Source: an optimization exercise on an open RTL-to-GDS flow (aim: small area, a short achievable clock period and few clock cycles). Production flows keep margins and buffers that such runs may drop.
In this exercise RTL edits were held to simulation tests only and were not proved equivalent to the original.
No activity file was given, so power comes from the tool's default toggle rates.

[design/flow/run.sh]
#!/bin/bash
# synth_recipe.tcl (not shown) runs the flow's synth.tcl, then flattens the netlist and writes it again
# the make line also repeats each setting of config.mk as NAME=value (left out here)
make -C /OpenROAD-flow-scripts/flow DESIGN_CONFIG=/design/flow/config.mk WORK_HOME=/design/flow/orfs CLKGATE_MAP_FILE= SYNTH_SCRIPT=/design/flow/synth_recipe.tcl finish
[design/flow/config.mk]
export PLATFORM = sky130hd
export DESIGN_NAME = y86_pipe
export DESIGN_NICKNAME = y86_pipe
export VERILOG_FILES = /design/flow/design.v
export SDC_FILE = /design/flow/constraint.sdc
export NUM_CORES = 8
export LEC_CHECK = 0
export CAP_MARGIN = 20
export CORE_MARGIN = 2
export CORE_UTILIZATION = 25
export SLEW_MARGIN = 20
[design/flow/constraint.sdc]
create_clock -name core_clock -period 28.0 [get_ports {clk}]
set_input_delay 5.6000 -clock core_clock [delete_from_list [all_inputs] [get_ports {clk}]]
set_output_delay 5.6000 -clock core_clock [all_outputs]
set_load 0.01 [all_outputs]
[design/flow/design.v]
module fetch(f_PC,imem_data,imem_error,f_icode,f_ifun,instr_valid,need_regids,need_valC,f_rA,f_rB,f_valC,f_valP,predPC,f_stat);
input [63:0]f_PC;
input [79:0]imem_data;
output reg imem_error;
output reg[3:0]f_icode,f_ifun;
output reg  instr_valid,need_regids,need_valC;
output reg [3:0]f_rA,f_rB;
output reg[63:0]f_valC;
output reg [63:0] f_valP;
reg halt;
output reg [63:0]predPC;
output reg [2:0] f_stat;
always@(*)begin
halt = 0;
imem_error = (f_PC > 64'd1023);
if(imem_error)begin
    f_icode = 4'h1;
    f_ifun = 4'h0;
end
else begin
    f_icode = imem_data[7:4];
    f_ifun = imem_data[3:0];
end
if(f_icode==4'h0 && !imem_error)
    halt = 1;
if((f_icode)==4'h3 || (f_icode)==4'h4 || (f_icode)==4'h5 || (f_icode)==4'h7 || (f_icode)==4'h8 )
     need_valC=1'b1;
else
     need_valC=1'b0;
if((f_icode==4'h2) || (f_icode==4'h3) || (f_icode==4'h4) || (f_icode==4'h5) || (f_icode==4'h6) || (f_icode==4'hA) || (f_icode==4'hB) )
     need_regids=1'b1;
else
     need_regids=1'b0;
if(f_icode <= 4'hB)
     instr_valid = 1'b1;
else
     instr_valid = 1'b0;
if(need_regids)begin
    f_rA = imem_data[15:12];
    f_rB = imem_data[11:8];
    f_valC = imem_data[79:16];
end
else begin
    f_rA = 4'hF;
    f_rB = 4'hF;
    f_valC = imem_data[71:8];
end
f_valP = f_PC + 64'd1 + {63'd0,need_regids} + {60'd0,need_valC,3'd0};
end
always@(*)begin
if(f_icode==4'h7 || f_icode==4'h8)
    predPC=f_valC;
else
    predPC=f_valP;
end
always@(*)begin
    if(imem_error==1)
        f_stat=3'h2;
    else if(instr_valid==0)
        f_stat=3'h3;
    else if(halt==1)
        f_stat=3'h4;
    else
        f_stat=3'h1;
end
endmodule
module selectPC(F_predPC,W_valM,M_valA,M_Cnd,M_icode,W_icode,updatedPC);
input [63:0]F_predPC,W_valM,M_valA;
input M_Cnd;
input [3:0]M_icode,W_icode;
output reg[63:0]updatedPC;
always@(*)begin
    if(W_icode==4'h9)
        updatedPC=W_valM; 
    else if(M_icode==4'h7 && M_Cnd==0)
        updatedPC=M_valA;
    else
        updatedPC=F_predPC;
end
endmodule
module f_reg(clk,rst,F_stall,f_PC,predPC,F_predPC);
input clk,rst;
input F_stall;
input[63:0]predPC,f_PC;
output reg [63:0]F_predPC;
always@(posedge clk)begin
  if(rst)
    F_predPC <= 64'd0;
  else if(F_stall==1)
    F_predPC <= f_PC;
  else
    F_predPC <= predPC;
end
endmodule
module D_register(clk, rst, f_stat, f_icode, f_ifun, f_rA, f_rB, f_valC, f_valP, D_stat, D_stall, D_bubble, D_icode, D_ifun,D_rA,D_rB,D_valC,D_valP);
input clk,rst, D_bubble, D_stall;
input [3:0] f_rA, f_rB, f_icode,f_ifun;
input [63:0] f_valC, f_valP;
input [2:0] f_stat;
output reg [3:0] D_rA, D_rB, D_icode, D_ifun;
output reg [63:0] D_valC, D_valP;
output reg [2:0] D_stat;
always @(posedge(clk)) begin
    if (rst || (D_stall == 1'b0 && D_bubble == 1'b1)) begin  
        D_icode <= 4'h1;
        D_ifun <= 4'h0;
        D_rA <= 4'hF;
        D_rB <= 4'hF;
        D_stat <= 3'd1;
    end
    else if (D_stall == 1'b0) begin  
        D_icode <= f_icode;
        D_ifun <= f_ifun;
        D_rA <= f_rA;
        D_rB <= f_rB;
        D_valC <= f_valC;
        D_valP <= f_valP;
        D_stat <= f_stat;
    end
end
endmodule
module decode(D_icode,D_rA,D_rB,D_valP,
e_dstE,e_valE,M_dstE,M_valE,M_dstM,m_valM,W_dstM, W_valM,W_dstE,W_valE,
d_valA,d_valB, d_dstE,d_dstM, d_srcA,d_srcB,
rax, rcx, rdx, rbx, rsp, rbp, rsi, rdi, r8, r9, r10, r11, r12, r13, r14);
input [3:0] D_icode;
input [3:0] D_rA,D_rB;
input [63:0] e_valE, M_valE, m_valM,W_valM,W_valE, D_valP;
input [3:0] e_dstE, M_dstE, M_dstM, W_dstM, W_dstE;
input [63:0] rax;
input [63:0] rcx;
input [63:0] rdx;
input [63:0] rbx;
input [63:0] rsp;
input [63:0] rbp;
input [63:0] rsi;
input [63:0] rdi;
input [63:0] r8;
input [63:0] r9;
input [63:0] r10;
input [63:0] r11;
input [63:0] r12;
input [63:0] r13;
input [63:0] r14;
output reg [63:0] d_valA,d_valB;
output reg [3:0] d_dstE, d_dstM, d_srcA, d_srcB;
reg [63:0] rfA, rfB;
wire [63:0] rf [0:15];
assign rf[0] = rax;
assign rf[1] = rcx;
assign rf[2] = rdx;
assign rf[3] = rbx;
assign rf[4] = rsp;
assign rf[5] = rbp;
assign rf[6] = rsi;
assign rf[7] = rdi;
assign rf[8] = r8;
assign rf[9] = r9;
assign rf[10] = r10;
assign rf[11] = r11;
assign rf[12] = r12;
assign rf[13] = r13;
assign rf[14] = r14;
assign rf[15] = 64'd0;
always@(*) begin
case(D_icode)
    4'h2,4'h4,4'h6,4'hA : d_srcA = D_rA;
    4'h9,4'hB : d_srcA = 4'h4;
    default : d_srcA = 4'hF;
endcase
case(D_icode)
    4'h4,4'h6,4'h5 : d_srcB = D_rB;
    4'hA,4'hB,4'h8, 4'h9 : d_srcB = 4'h4;
    default : d_srcB = 4'hF;
endcase
case(D_icode)
    4'h2,4'h3, 4'h6 : d_dstE = D_rB;
    4'hA,4'hB,4'h8,4'h9 : d_dstE = 4'h4;
    default : d_dstE = 4'hF;
endcase
case(D_icode)
    4'h5,4'hB: d_dstM = D_rA;
    default : d_dstM = 4'hF;
endcase
end
always@(*) begin
    rfA = rf[d_srcA];
    if (D_icode == 4'h8 ||D_icode == 4'h7)
    d_valA = D_valP;  
    else if (d_srcA == 4'hF)
    d_valA = 64'd0;
    else if (d_srcA == e_dstE)
    d_valA = e_valE;  
    else if(d_srcA == M_dstM)
    d_valA = m_valM;  
    else if(d_srcA == M_dstE)
    d_valA = M_valE;  
    else if(d_srcA == W_dstM)
    d_valA = W_valM;  
    else if(d_srcA == W_dstE)
    d_valA = W_valE;  
    else
    d_valA = rfA; 
end
always @(*) begin
    rfB = rf[d_srcB];
    if (d_srcB == 4'hF)
    d_valB = 64'd0;
    else if(d_srcB == e_dstE)
    d_valB = e_valE;  
    else if(d_srcB == M_dstM)
    d_valB = m_valM;  
    else if(d_srcB == M_dstE)
    d_valB = M_valE;  
    else if(d_srcB == W_dstM)
    d_valB = W_valM;  
    else if(d_srcB == W_dstE)
    d_valB = W_valE;  
    else
    d_valB = rfB;
end
endmodule
module e_reg(clk,rst,E_bubble,D_icode,D_ifun,D_valC,d_valA,d_valB,d_dstE,d_dstM,D_stat,E_stat,E_icode,E_ifun,E_valC,E_valA,E_valB,E_dstE,E_dstM);
input clk,rst,E_bubble;
input [2:0] D_stat;
input [3:0] D_icode,D_ifun,d_dstE,d_dstM;
input [63:0] D_valC,d_valA,d_valB;
output reg [2:0]E_stat;
output reg [3:0]E_icode,E_ifun;
output reg [63:0]E_valC,E_valB,E_valA;
output reg[3:0]  E_dstE ,E_dstM;
always@(posedge(clk))begin
    if(rst || E_bubble == 1)begin  
        E_icode<=4'h1;
        E_ifun<=4'h0;
        E_dstE<=4'hF;
        E_dstM<=4'hF;
        E_stat<=3'd1;
    end
    else begin  
        E_stat <= D_stat ;
        E_icode<=D_icode;
        E_ifun<=D_ifun;
        E_dstE<=d_dstE;
        E_dstM<=d_dstM;
        E_valA <= d_valA ;
        E_valB <=d_valB ;
        E_valC <= D_valC ;
    end
end
endmodule
module full_adder_1bit(A,B,Cin,Sum,Carry);
input A,B,Cin;
output Sum,Carry;
wire temp1,temp2,temp3,temp4;
xor(temp1,A,B);
xor(Sum,temp1,Cin);
and(temp2,temp1,Cin);
and(temp3,A,B);
or(Carry,temp2,temp3);
endmodule
module adder_64bit(A,B,Sum,carry_overflow);
input [63:0]A;
input [63:0]B;
output [63:0] Sum;
output carry_overflow;
wire [64:0] Cin;
assign Cin[0]=1'b0;
genvar iterator_add;
generate
    for(iterator_add=0;iterator_add<64;iterator_add=iterator_add+1)begin
      full_adder_1bit inst3(A[iterator_add],B[iterator_add],Cin[iterator_add],Sum[iterator_add],Cin[iterator_add+1]);
    end
endgenerate
assign carry_overflow=Cin[64];
endmodule
module and_1bit(A,B,Y);
input A,B;
output Y;
wire temp;
and(temp,A,B);
assign Y=temp;
endmodule
module and_64bit(A,B,Y);
input [63:0] A;
input [63:0] B;
output[63:0] Y;
genvar iterator_and;
generate
    for(iterator_and=0;iterator_and<64;iterator_and=iterator_and+1)begin
      and_1bit inst1(A[iterator_and],B[iterator_and],Y[iterator_and]);
    end
endgenerate
endmodule
module full_subtractor_1bit(A,B,Cin,M,Sum,Carry);
input A,B,Cin,M;
output Sum,Carry;
wire temp1,temp2,temp3,temp4;
wire bxorM;
xor(bxorM,B,M);
xor(temp1,A,bxorM);
xor(Sum,temp1,Cin);
and(temp2,temp1,Cin);
and(temp3,A,bxorM);
or(Carry,temp2,temp3);
endmodule
module subtractor_64bit(A,B,Sum,carry_overflow);
input [63:0]A;
input [63:0]B;
output [63:0] Sum;
output carry_overflow;
wire M;
assign M=1'b1;
wire [64:0] Cin;
assign Cin[0]=1'b1;
genvar iterator_sub;
generate
    for(iterator_sub=0;iterator_sub<64;iterator_sub=iterator_sub+1)begin
      full_subtractor_1bit inst3(A[iterator_sub],B[iterator_sub],Cin[iterator_sub],M,Sum[iterator_sub],Cin[iterator_sub+1]);
    end
endgenerate
assign carry_overflow=Cin[64];
endmodule
module xor_1bit(A,B,Y);
input A,B;
output Y;
wire temp;
xor(temp,A,B);
assign Y=temp;
endmodule
module xor_64bit(A,B,Y);
input [63:0] A;
input [63:0] B;
output[63:0] Y;
genvar iterator_xor;
generate
    for(iterator_xor=0;iterator_xor<64;iterator_xor=iterator_xor+1)begin
      xor_1bit inst2(A[iterator_xor],B[iterator_xor],Y[iterator_xor]);
    end
endgenerate
endmodule
module alu_64bit(Control,X,Y,Result,carry,Zero_flag,Sign_flag,Overflow_flag);
input [63:0]X;
input [63:0]Y;
input [1:0] Control;
output reg [63:0] Result;
output reg carry;
output reg Zero_flag,Sign_flag,Overflow_flag;
wire[63:0]adder_out;
wire adder_overflow;
wire[63:0]subtractor_out;
wire subtractor_overflow;
wire[63:0]and_out;
wire[63:0]xor_out;
adder_64bit inst10(X,Y,adder_out,adder_overflow);
subtractor_64bit inst1(X,Y,subtractor_out,subtractor_overflow);
and_64bit inst2(X,Y,and_out);
xor_64bit inst3(X,Y,xor_out);
always@(*)
begin
    case(Control)
    2'b00:begin  
        Result=adder_out;
        carry=adder_overflow;
        Overflow_flag=(X[63]==Y[63]) && (Result[63]!=X[63]);
    end
    2'b01:begin  
        Result=subtractor_out;
        carry=subtractor_overflow;
        Overflow_flag=(X[63]!=Y[63]) && (Result[63]!=X[63]);
    end
    2'b10:begin
        Result=and_out;
        carry=1'b0;
        Overflow_flag=1'b0;
    end
    default:begin
        Result=xor_out;
        carry=1'b0;
        Overflow_flag=1'b0;
    end
    endcase
    Zero_flag=(Result==64'd0);
    Sign_flag=Result[63];
end
endmodule
module ALU_A(E_icode,E_valA,E_valC,alu_A);
input [3:0]E_icode;
input [63:0]E_valA,E_valC;
output reg [63:0] alu_A;
always @(*)begin
if(E_icode==4'h2 || E_icode==4'h6)
     alu_A=E_valA;
else if(E_icode==4'h3|| E_icode==4'h4||E_icode==4'h5)
     alu_A=E_valC;
else if(E_icode==4'h8||E_icode==4'hA)
     alu_A=-64'd8;
else if(E_icode==4'h9||E_icode==4'hB)
     alu_A=64'd8;
else
     alu_A=64'd0;
end
endmodule
module ALU_B(E_icode,E_valB,alu_B);
input [3:0]E_icode;
input [63:0]E_valB;
output reg[63:0]alu_B;
always @(*)begin
if(E_icode==4'h4||E_icode==4'h5|| E_icode==4'h6|| E_icode==4'h8||E_icode==4'h9|| E_icode==4'hA||E_icode==4'hB)
     alu_B=E_valB;
else
     alu_B=64'b0;
end
endmodule
module alu_exe(clk,rst,set_cc,E_icode,E_ifun,alu_A,alu_B,e_valE,e_Cnd);
input clk,rst;
input [3:0]E_icode,E_ifun;
input[63:0]alu_A,alu_B;
output [63:0]e_valE;
output reg e_Cnd;
input set_cc;
reg ZF,SF,OF;
wire tempzf,tempsf,tempof;
reg [1:0]alu_fn;
wire carrytemp;
always @(*)begin
if(E_icode==4'h6)
     alu_fn=E_ifun[1:0];
else
     alu_fn=2'b0;
end
alu_64bit inst(alu_fn,alu_B,alu_A,e_valE,carrytemp,tempzf,tempsf,tempof);
always @(posedge clk)begin
if(rst)begin
    ZF<=1'b1;
    SF<=1'b0;
    OF<=1'b0;
end
else if(set_cc==1)begin
    ZF<=tempzf;
    SF<=tempsf;
    OF<=tempof;
end
end
always @(*)begin
if(E_icode==4'h7||E_icode==4'h2)begin
    case(E_ifun)
    4'h0: e_Cnd=1'b1;             
    4'h1: e_Cnd=(SF^OF)|ZF;       
    4'h2: e_Cnd=SF^OF;            
    4'h3: e_Cnd=ZF;               
    4'h4: e_Cnd=~ZF;              
    4'h5: e_Cnd=~(SF^OF);         
    4'h6: e_Cnd=~(SF^OF) & ~ZF;   
    default: e_Cnd=1'b0;
    endcase
end
else
    e_Cnd=1'b0;
end
endmodule
module execute(clk,rst,set_cc,E_icode,E_ifun,E_valC,E_valA,E_valB,E_dstE,e_Cnd,e_valE,e_dstE);
input clk,rst;
input [3:0]E_icode,E_ifun;
input set_cc;
input [63:0]E_valA,E_valC,E_valB;
input [3:0] E_dstE;
wire [63:0] alu_A;
wire [63:0] alu_B;
output wire[63:0] e_valE;
output reg [3:0] e_dstE;
output wire e_Cnd;
ALU_A inst1(E_icode,E_valA,E_valC,alu_A);
ALU_B inst2(E_icode,E_valB,alu_B);
alu_exe inst3(clk,rst,set_cc,E_icode,E_ifun,alu_A,alu_B,e_valE,e_Cnd);
always @(*) begin
    if(E_icode == 4'h2 && e_Cnd == 1'b0)
        e_dstE = 4'hF;
    else
        e_dstE = E_dstE;
end
endmodule
module M_register(clk, rst, E_stat, E_icode, e_dstE, E_dstM, E_valA, e_valE, e_Cnd, M_bubble, M_stat, M_icode, M_Cnd, M_valE, M_valA, M_dstE, M_dstM);
input clk, rst;
input [2:0] E_stat;
input [3:0] E_icode;
input [3:0] e_dstE, E_dstM;
input [63:0] E_valA, e_valE;
input e_Cnd, M_bubble;
output reg [2:0] M_stat;
output reg [3:0] M_icode;
output reg [3:0] M_dstE, M_dstM;
output reg [63:0] M_valA, M_valE;
output reg M_Cnd;
always@(posedge clk)
    begin
        if(rst || M_bubble == 1'b1) 
        begin
            M_icode <= 4'h1;
            M_dstE <= 4'hF;
            M_dstM <= 4'hF;
            M_stat <= 3'd1;
        end
        else begin
            M_icode <= E_icode;
            M_dstE <= e_dstE;
            M_dstM <= E_dstM;
            M_valA <= E_valA;
            M_valE <= e_valE;
            M_Cnd <= e_Cnd;
            M_stat <= E_stat;
        end
    end
endmodule
module memory(M_icode, M_stat, M_valE, M_valA, m_stat, m_valM, dmem_addr, dmem_wdata, dmem_we, dmem_rdata);
input [3:0] M_icode;
input [2:0] M_stat;
input [63:0] M_valE, M_valA;
input [63:0] dmem_rdata;
output reg[2:0] m_stat;
output reg [63:0] m_valM;
output reg [10:0] dmem_addr;
output reg [63:0] dmem_wdata;
output reg dmem_we;
reg dmem_error;
reg mem_read,mem_write;
reg [63:0] mem_addr;
always@(*) begin
    mem_read = (M_icode == 4'h5 || M_icode == 4'hB || M_icode == 4'h9);
    mem_write = (M_icode == 4'h4|| M_icode == 4'hA || M_icode == 4'h8);
    if (M_icode == 4'hB || M_icode == 4'h9)
        mem_addr = M_valA;
    else
        mem_addr = M_valE;
    dmem_error = (mem_read || mem_write) && (mem_addr > 64'd2000);
    dmem_addr = mem_addr[10:0];
    dmem_wdata = M_valA;
    dmem_we = mem_write && !dmem_error;
    m_valM = dmem_rdata;
    if(dmem_error == 1'b1)
        m_stat = 3'd2;  
    else
        m_stat = M_stat;
end
endmodule
module W_register(clk,rst,m_stat,M_icode,M_valE,m_valM, M_dstE, M_dstM,W_stall, W_stat,W_icode, W_valE, W_valM,W_dstE,W_dstM);
input clk,rst;
input [2:0] m_stat;
input [3:0] M_icode;
input [63:0] M_valE, m_valM;
input [3:0] M_dstE, M_dstM;
input W_stall;
output reg [2:0] W_stat;
output reg [3:0] W_icode;
output reg [63:0] W_valE, W_valM;
output reg [3:0] W_dstE, W_dstM;
always @(posedge clk)begin
    if(rst)begin
        W_stat <= 3'd1;
        W_icode <= 4'h1;
        W_dstE <= 4'hF;
        W_dstM <= 4'hF;
    end
    else if(W_stall == 1'b0)begin
        W_stat <= m_stat;
        W_icode <= M_icode;
        W_valE <= M_valE;
        W_valM <= m_valM;
        W_dstE <= M_dstE;
        W_dstM <= M_dstM;
    end
end
endmodule
module writeBack(clk,rst,W_stat,W_valE, W_valM, W_dstE, W_dstM, rax, rcx, rdx, rbx, rsp, rbp, rsi, rdi, r8, r9, r10, r11, r12, r13, r14);
input clk,rst;
input [2:0] W_stat;
input [63:0] W_valE,W_valM;
input [3:0] W_dstE, W_dstM;
output [63:0] rax;
output [63:0] rcx;
output [63:0] rdx;
output [63:0] rbx;
output [63:0] rsp;
output [63:0] rbp;
output [63:0] rsi;
output [63:0] rdi;
output [63:0] r8;
output [63:0] r9;
output [63:0] r10;
output [63:0] r11;
output [63:0] r12;
output [63:0] r13;
output [63:0] r14;
reg [63:0] register_file[0:14];
wire [63:0] init_val [0:14];
assign init_val[0] = 64'h1;
assign init_val[1] = 64'h8;
assign init_val[2] = 64'h6;
assign init_val[3] = 64'h5;
assign init_val[4] = 64'h100;
assign init_val[5] = 64'h6;
assign init_val[6] = 64'h7;
assign init_val[7] = 64'h5;
assign init_val[8] = 64'h9;
assign init_val[9] = 64'ha;
assign init_val[10] = 64'hb;
assign init_val[11] = 64'h1;
assign init_val[12] = 64'h2;
assign init_val[13] = 64'h3;
assign init_val[14] = 64'h4;
genvar g;
generate
for (g = 0; g < 15; g = g + 1) begin : rf
always@(posedge clk)begin
    if(rst)
        register_file[g] <= init_val[g];
    else if(W_stat == 3'd1 && W_dstM == g)
        register_file[g] <= W_valM;
    else if(W_stat == 3'd1 && W_dstE == g)
        register_file[g] <= W_valE;
end
end
endgenerate
assign rax = register_file[0];
assign rcx = register_file[1];
assign rdx = register_file[2];
assign rbx = register_file[3];
assign rsp = register_file[4];
assign rbp = register_file[5];
assign rsi = register_file[6];
assign rdi = register_file[7];
assign r8 = register_file[8];
assign r9 = register_file[9];
assign r10 = register_file[10];
assign r11 = register_file[11];
assign r12 = register_file[12];
assign r13 = register_file[13];
assign r14 = register_file[14];
endmodule
module control(W_stat,m_stat,M_icode,e_Cnd,E_dstM,E_icode,d_srcA,d_srcB,D_icode,W_stall,M_bubble,set_cc,E_bubble,D_bubble,D_stall,F_stall);
input [2:0] W_stat,m_stat;
input [3:0] M_icode,E_icode,D_icode;
input e_Cnd;
input [3:0] E_dstM,d_srcA,d_srcB;
output reg W_stall, M_bubble, set_cc, E_bubble, D_bubble, D_stall, F_stall;
always @(*)begin
    if((E_icode == 4'h5 || E_icode == 4'hB) &&(E_dstM == d_srcA || E_dstM == d_srcB) || (D_icode == 4'h9 || E_icode == 4'h9 ||M_icode == 4'h9))
    F_stall = 1'b1;
    else
    F_stall = 1'b0;
    if((E_icode == 4'h5 || E_icode == 4'hB) &&(E_dstM == d_srcA || E_dstM == d_srcB))
    D_stall= 1'b1;
    else
    D_stall = 1'b0;
    if (((E_icode == 4'h7) && !e_Cnd) || (!((E_icode == 4'h5 || E_icode == 4'hb) && (E_dstM == d_srcA || E_dstM == d_srcB)) && (D_icode == 4'h9 || E_icode == 4'h9 || M_icode == 4'h9)))
    D_bubble =1'b1;
    else
    D_bubble = 1'b0;
    if (((E_icode == 4'h7) && !e_Cnd) || ((E_icode == 4'h5 || E_icode == 4'hb) && (E_dstM == d_srcA || E_dstM == d_srcB)))
    E_bubble =1'b1;
    else
    E_bubble = 1'b0;
    if(E_icode == 4'h6 && !(m_stat==3'd2 || m_stat == 3'd3 || m_stat==3'd4) && !(W_stat==3'd2 || W_stat == 3'd3 || W_stat==3'd4))
    set_cc = 1'b1;
    else
    set_cc=1'b0;
    if(m_stat != 3'd1 || W_stat != 3'd1 )
    M_bubble = 1'b1;
    else
    M_bubble=1'b0;
    if(W_stat != 3'd1)
    W_stall = 1'b1;
    else
    W_stall=1'b0;
end
endmodule
module y86_pipe(clk, rst, imem_addr, imem_data, dmem_addr, dmem_wdata, dmem_we, dmem_rdata, stat);
input clk;
input rst;
output [9:0] imem_addr;
input [79:0] imem_data;
output [10:0] dmem_addr;
output [63:0] dmem_wdata;
output dmem_we;
input [63:0] dmem_rdata;
output [2:0] stat;
wire [63:0] f_PC;
wire imem_error;
wire[3:0]f_icode,f_ifun;
wire  instr_valid,need_regids,need_valC;
wire [3:0]f_rA,f_rB;
wire[63:0]f_valC;
wire [63:0] f_valP;
wire [63:0]predPC;
wire [2:0] f_stat;
wire F_stall;
wire [63:0]F_predPC;
wire D_bubble, D_stall;
wire [3:0] D_rA, D_rB, D_icode, D_ifun;
wire [63:0] D_valC, D_valP;
wire [2:0] D_stat;
wire [63:0] rax, rcx, rdx, rbx, rsp, rbp, rsi, rdi;
wire [63:0] r8, r9, r10, r11, r12, r13, r14;
wire [63:0] d_valA,d_valB;
wire [3:0] d_dstE, d_dstM, d_srcA, d_srcB;
wire E_bubble;
wire [2:0]E_stat;
wire [3:0]E_icode,E_ifun;
wire [63:0]E_valC,E_valB,E_valA;
wire[3:0]  E_dstE ,E_dstM;
wire set_cc;
wire[63:0] e_valE;
wire [3:0] e_dstE;
wire e_Cnd;
wire M_bubble;
wire [2:0] M_stat;
wire [3:0] M_icode;
wire [3:0] M_dstE, M_dstM;
wire [63:0] M_valA, M_valE;
wire M_Cnd;
wire[2:0] m_stat;
wire [63:0] m_valM;
wire W_stall;
wire [2:0] W_stat;
wire [3:0] W_icode;
wire [63:0] W_valE, W_valM;
wire [3:0] W_dstE, W_dstM;
selectPC inst0(F_predPC,W_valM,M_valA,M_Cnd,M_icode,W_icode,f_PC);
f_reg inst1(clk,rst,F_stall,f_PC,predPC,F_predPC);
fetch inst2(f_PC,imem_data,imem_error,f_icode,f_ifun,instr_valid,need_regids,need_valC,f_rA,f_rB,f_valC,f_valP,predPC,f_stat);
D_register inst3(clk,rst, f_stat, f_icode, f_ifun, f_rA, f_rB, f_valC, f_valP, D_stat, D_stall, D_bubble, D_icode, D_ifun,D_rA,D_rB,D_valC,D_valP);
decode inst4(D_icode,D_rA,D_rB,D_valP,
e_dstE,e_valE,M_dstE,M_valE,M_dstM,m_valM,W_dstM, W_valM,W_dstE,W_valE,
d_valA, d_valB, d_dstE,d_dstM, d_srcA,d_srcB,
rax, rcx, rdx, rbx, rsp, rbp, rsi, rdi, r8, r9, r10, r11, r12, r13, r14);
e_reg inst5(clk,rst,E_bubble,D_icode,D_ifun,D_valC,d_valA,d_valB,d_dstE,d_dstM,D_stat,E_stat,E_icode,E_ifun,E_valC,E_valA,E_valB,E_dstE,E_dstM);
execute inst6(clk,rst,set_cc,E_icode,E_ifun,E_valC,E_valA,E_valB,E_dstE,e_Cnd,e_valE,e_dstE);
M_register inst7(clk,rst, E_stat, E_icode, e_dstE, E_dstM, E_valA, e_valE, e_Cnd, M_bubble, M_stat, M_icode, M_Cnd, M_valE, M_valA, M_dstE, M_dstM);
memory inst8(M_icode, M_stat, M_valE, M_valA, m_stat, m_valM, dmem_addr, dmem_wdata, dmem_we, dmem_rdata);
W_register inst9(clk,rst,m_stat,M_icode,M_valE,m_valM, M_dstE, M_dstM,W_stall, W_stat,W_icode, W_valE, W_valM,W_dstE,W_dstM);
writeBack inst10(clk,rst,W_stat,W_valE, W_valM, W_dstE, W_dstM, rax, rcx, rdx, rbx, rsp, rbp, rsi, rdi, r8, r9, r10, r11, r12, r13, r14);
control inst11(W_stat,m_stat,M_icode,e_Cnd,E_dstM,E_icode,d_srcA,d_srcB,D_icode,W_stall,M_bubble,set_cc,E_bubble,D_bubble,D_stall,F_stall);
assign imem_addr = f_PC[9:0];
assign stat = W_stat;
endmodule
==> impl_metrics.py <==
metrics = {
    "yosys": {
        "synthTopCellsByArea": "dfxtp_1 22%, edfxtp_1 18%, mux2i_1 11%",
        "syn_inst": 10693,
        "synth_edf_count": 577,
        "synth_common_cells": "1,325 x nor2_1, 1,095 x dfxtp_1, 1,091 x mux2i_1, 1,020 x a211oi_1, 961 x clkbuf_1",
        "synth_fp_nets": 11031,
        "seq_area_frac_synth": 0.401,
        "synth-async-reset-ratio": 0,
        "netlist.top_cell.by_area": "dfxtp_1",
        "ys.flop_type": "dfxtp_1",
        "synth_most_common_cell": "nor2_1",
        "yosys_warnings": 17,
        "ys_types": 106,
        "netlist_area_um2": 97900,
        "ys_seq_elements": 1672,
        "yosysTopAreaCellShare": 0.224,
        "avgSynthCellArea_um2": 9.15,
    },
    "worst_setup_path": {
        "crit_slowest_cell": "or4_4",
        "crit_buf_inv": 5,
        "start_kind": "register",
        "path_depth": 77,
        "crit_fanout": 5,
        "worst_path_most_repeated_cell": "fa_2",
        "slowest_delay_ns": 0.55,
        "crit_arrival_ns": 28.18,
        "critPathKind": "register to register",
        "r2r_cells": 77,
        "endpoint_kind": "register",
        "required_ns": 28.84,
        "path_delay_family": "adder cells",
    },
    "sta": {
        "maxSlewHeadroom": 0.114,
        "fin_crit_ns": 27.34,
        "clock.fmax_mhz": 36.6,
        "hold-worst-slack_ns": 0.406,
        "final.period_utilization": 0.976,
        "setup_viol": 0,
        "worst_pin_slew_ns": 1.33,
        "setup_ws_ns": 0.658,
        "fin_worst_skew_ns": 0.0567,
        "hold_viol": 0,
        "drv_slew": 0,
    },
    "clocking": {
        "root_buffer": "clkbuf_16",
        "cts_buffers": 187,
        "clk_pin_slew_ns": 0.07,
        "holdBufCountCts": 0,
        "clk_path_buf_depth": 3,
        "clock_sinks": 1672,
        "htreeDepth": 4,
        "cts_tree": "yes",
        "clk_latency_ns": 0.92,
    },
    "finish": {
        "n_fill_cell": 40725,
        "finalNetCount": 10579,
        "register_area_um2": 39300,
        "post-route-util": 0.289,
        "design_area_um2": 113000,
        "multi_input_area_um2": 54400,
        "area_growth_pct": 15.0,
        "final_cells": 15668,
        "drive_gt1_frac": 0.113,
    },
    "grt": {
        "gr-total-overflow": 0,
        "grt_pass1_wl_um": 754000,
        "antenna_found_initial": 80,
        "track_usage": 0.266,
        "grt_pass1_vias": 91318,
        "grt_start_max_net_pins": 198,
    },
    "place": {
        "port_buffers": 234,
        "gp_congestion": 1.01,
        "post-place-ws_ns": -1.02,
        "dpl.hpwl_um": 358000,
        "placed_cell_area_um2": 106000,
        "place_inst": 15237,
    },
    "outcome": {
        "status": "no timing/DRC/antenna violations",
    },
    "drt": {
        "first_pass_iters": 14,
        "ant_nets": 0,
        "wl_um": 555000,
        "wire_per_inst_um": 35.4,
        "viasPerCell": 6.43,
        "route.detailed.drc": 0,
        "dr.first_iter.drc_count": 18745,
        "vias": 100804,
    },
    "floorplan": {
        "io_pins": 235,
        "coreArea_um2": 389000,
        "die_area_um2": 396000,
        "die_y_um": 630,
        "die_x_um": 630,
        "rows": 229,
        "initial_core_util": 0.251,
    },
    "power": {
        "cellPowerDensity_nw_per_um2": 90.0,
        "p_leak_nw": 39.8,
        "peakVddDrop_uv": 127,
    },
    "worst_hold_path": {
        "hold_class": "register to register",
        "whs_path_depth": 0,
    },
    "job": {
        "cap_viol_max_count": 0,
    },
}
-- cell type report --
type,instances,area share
Antenna cell,73,0.00162
Clock buffer,268,0.0480
Clock inverter,78,0.00683
Inverter,145,0.00486
Multi-Input combinational cell,7611,0.483
Sequential cell,1672,0.349
Tap cell,5197,0.0578
Timing Repair Buffer,624,0.0486
-- layer usage --
metal  global-route usage  vias up  part of all wire
met5              0.00580        -            0.0011
met4                0.232       48              0.11
met3                0.118     2878              0.15
met2                0.358     9506              0.39
met1                0.318    48700              0.35
li1                     -    39672                 -
-- cell usage in the layout (no fill, tap or decap), types with 107 or more instances in the layout --
| cell | n |
|---|---|
| mux2i_1 | 1089 |
| o21ai_0 | 322 |
| nand2_1 | 667 |
| dfxtp_1 | 1088 |
| nor2_1 | 1303 |
| edfxtp_1 | 577 |
| clkdlybuf4s50_1 | 233 |
| nand4_1 | 157 |
| clkbuf_16 | 190 |
| o211ai_1 | 119 |
| inv_1 | 139 |
| buf_4 | 367 |
| a221oi_1 | 107 |
| a22oi_1 | 423 |
| nor3_1 | 133 |
| mux2_2 | 123 |
| fa_2 | 119 |
| a21oi_1 | 380 |
| a211oi_1 | 1018 |
| nand3_1 | 232 |
| a22o_1 | 108 |
-- sequential cells by signal, indices dropped and copies added, names as in the netlist, 64 cells and up --
name	count
inst9.W_valM	64
inst10.register_file	960
inst3.D_valP	64
inst3.D_valC	64
inst7.M_valA	64
inst7.M_valE	64
inst1.F_predPC	64
inst9.W_valE	64
inst5.E_valA	64
inst5.E_valC	64
inst5.E_valB	64
-- metrics by stage --
step,total power [W],TNS (ns)
after floorplan,0.00552,0
final,0.0101,0
after global routing,0.0103,-0.0121
after CTS,0.00981,0
after global placement,0.00724,-1.99
after detailed placement,0.00727,-2.94
-- power by group --
part	internal, W	switching, W	total (W)
clock network	0.00145	0.00114	0.00259
registers	0.00304	0.000658	0.00370
logic	0.00118	0.00266	0.00384
total	0.00567	0.00446	0.0101
-- worst reg2reg max path, delay by kind of cell, from the launching register on --
kind	cells	cell delay, ns
and+or+nand+nor	5	1.47
DFF	1	0.36
AOI/OAI and AO/OA	4	0.60
buffers and inverters	5	0.55
xor gates and xnor gates	1	0.16
adders and majority gates	62	24.17
-- path summary, 6_finish.rpt --
path	start	to	slack (ns)
max	inst5.E_icode[1]	inst6.inst3.ZF	0.66
min	inst3.D_valC[19]	inst5.E_valC[19]	0.41
max reg2reg	inst5.E_icode[1]	inst6.inst3.ZF	0.66
min reg2reg	inst3.D_valC[19]	inst5.E_valC[19]	0.41
-- repair_timing --
item | CTS | global route
buffers inserted | 0 | 0
endpoints found under the setup margin | 10 | 4
pin swaps | 15 | 40
gates resized for setup | 26 | 10
-- logic make-up after synthesis --
| group | synth area share |
|---|---|
| flip-flops | 0.401 |
| adder cells (fa/ha/maj) | 0.0341 |
| buffers and inverters | 0.0556 |
| AO/OA/AOI/OAI | 0.237 |
| AND/OR/NAND/NOR | 0.133 |
| XOR/XNOR | 0.0107 |
| multiplexers | 0.129 |
Testbench counts, summed over its fixed seeds: cycles 17,438.

[afterwards: timing with drivers on the ports]
How much do the figures lean on ideal ports? The routed layout below was timed once more, with nothing changed but the port constraints. Step 1 assumes that a clkbuf_16 drives the clock port and a buf_2 every other input. Step 2 adds t to the input delays and takes it off the output delays; t is the mean of the earliest and latest rising clock arrival at the registers after step 1. Input paths then give back, and output paths get back, about the clock's delay inside the block. a / b / c = no drivers / after step 1 / after step 2; a / b = the first two.
shift t [ns]: 1.006
setup slack, ns: 0.658 / 0.658 / 0.658
worst setup path after step 2: register to register
After both steps this run still meets setup and hold. For this run, drivers alone change the setup slack by 0.000 ns; drivers and shift together by 0.000 ns.
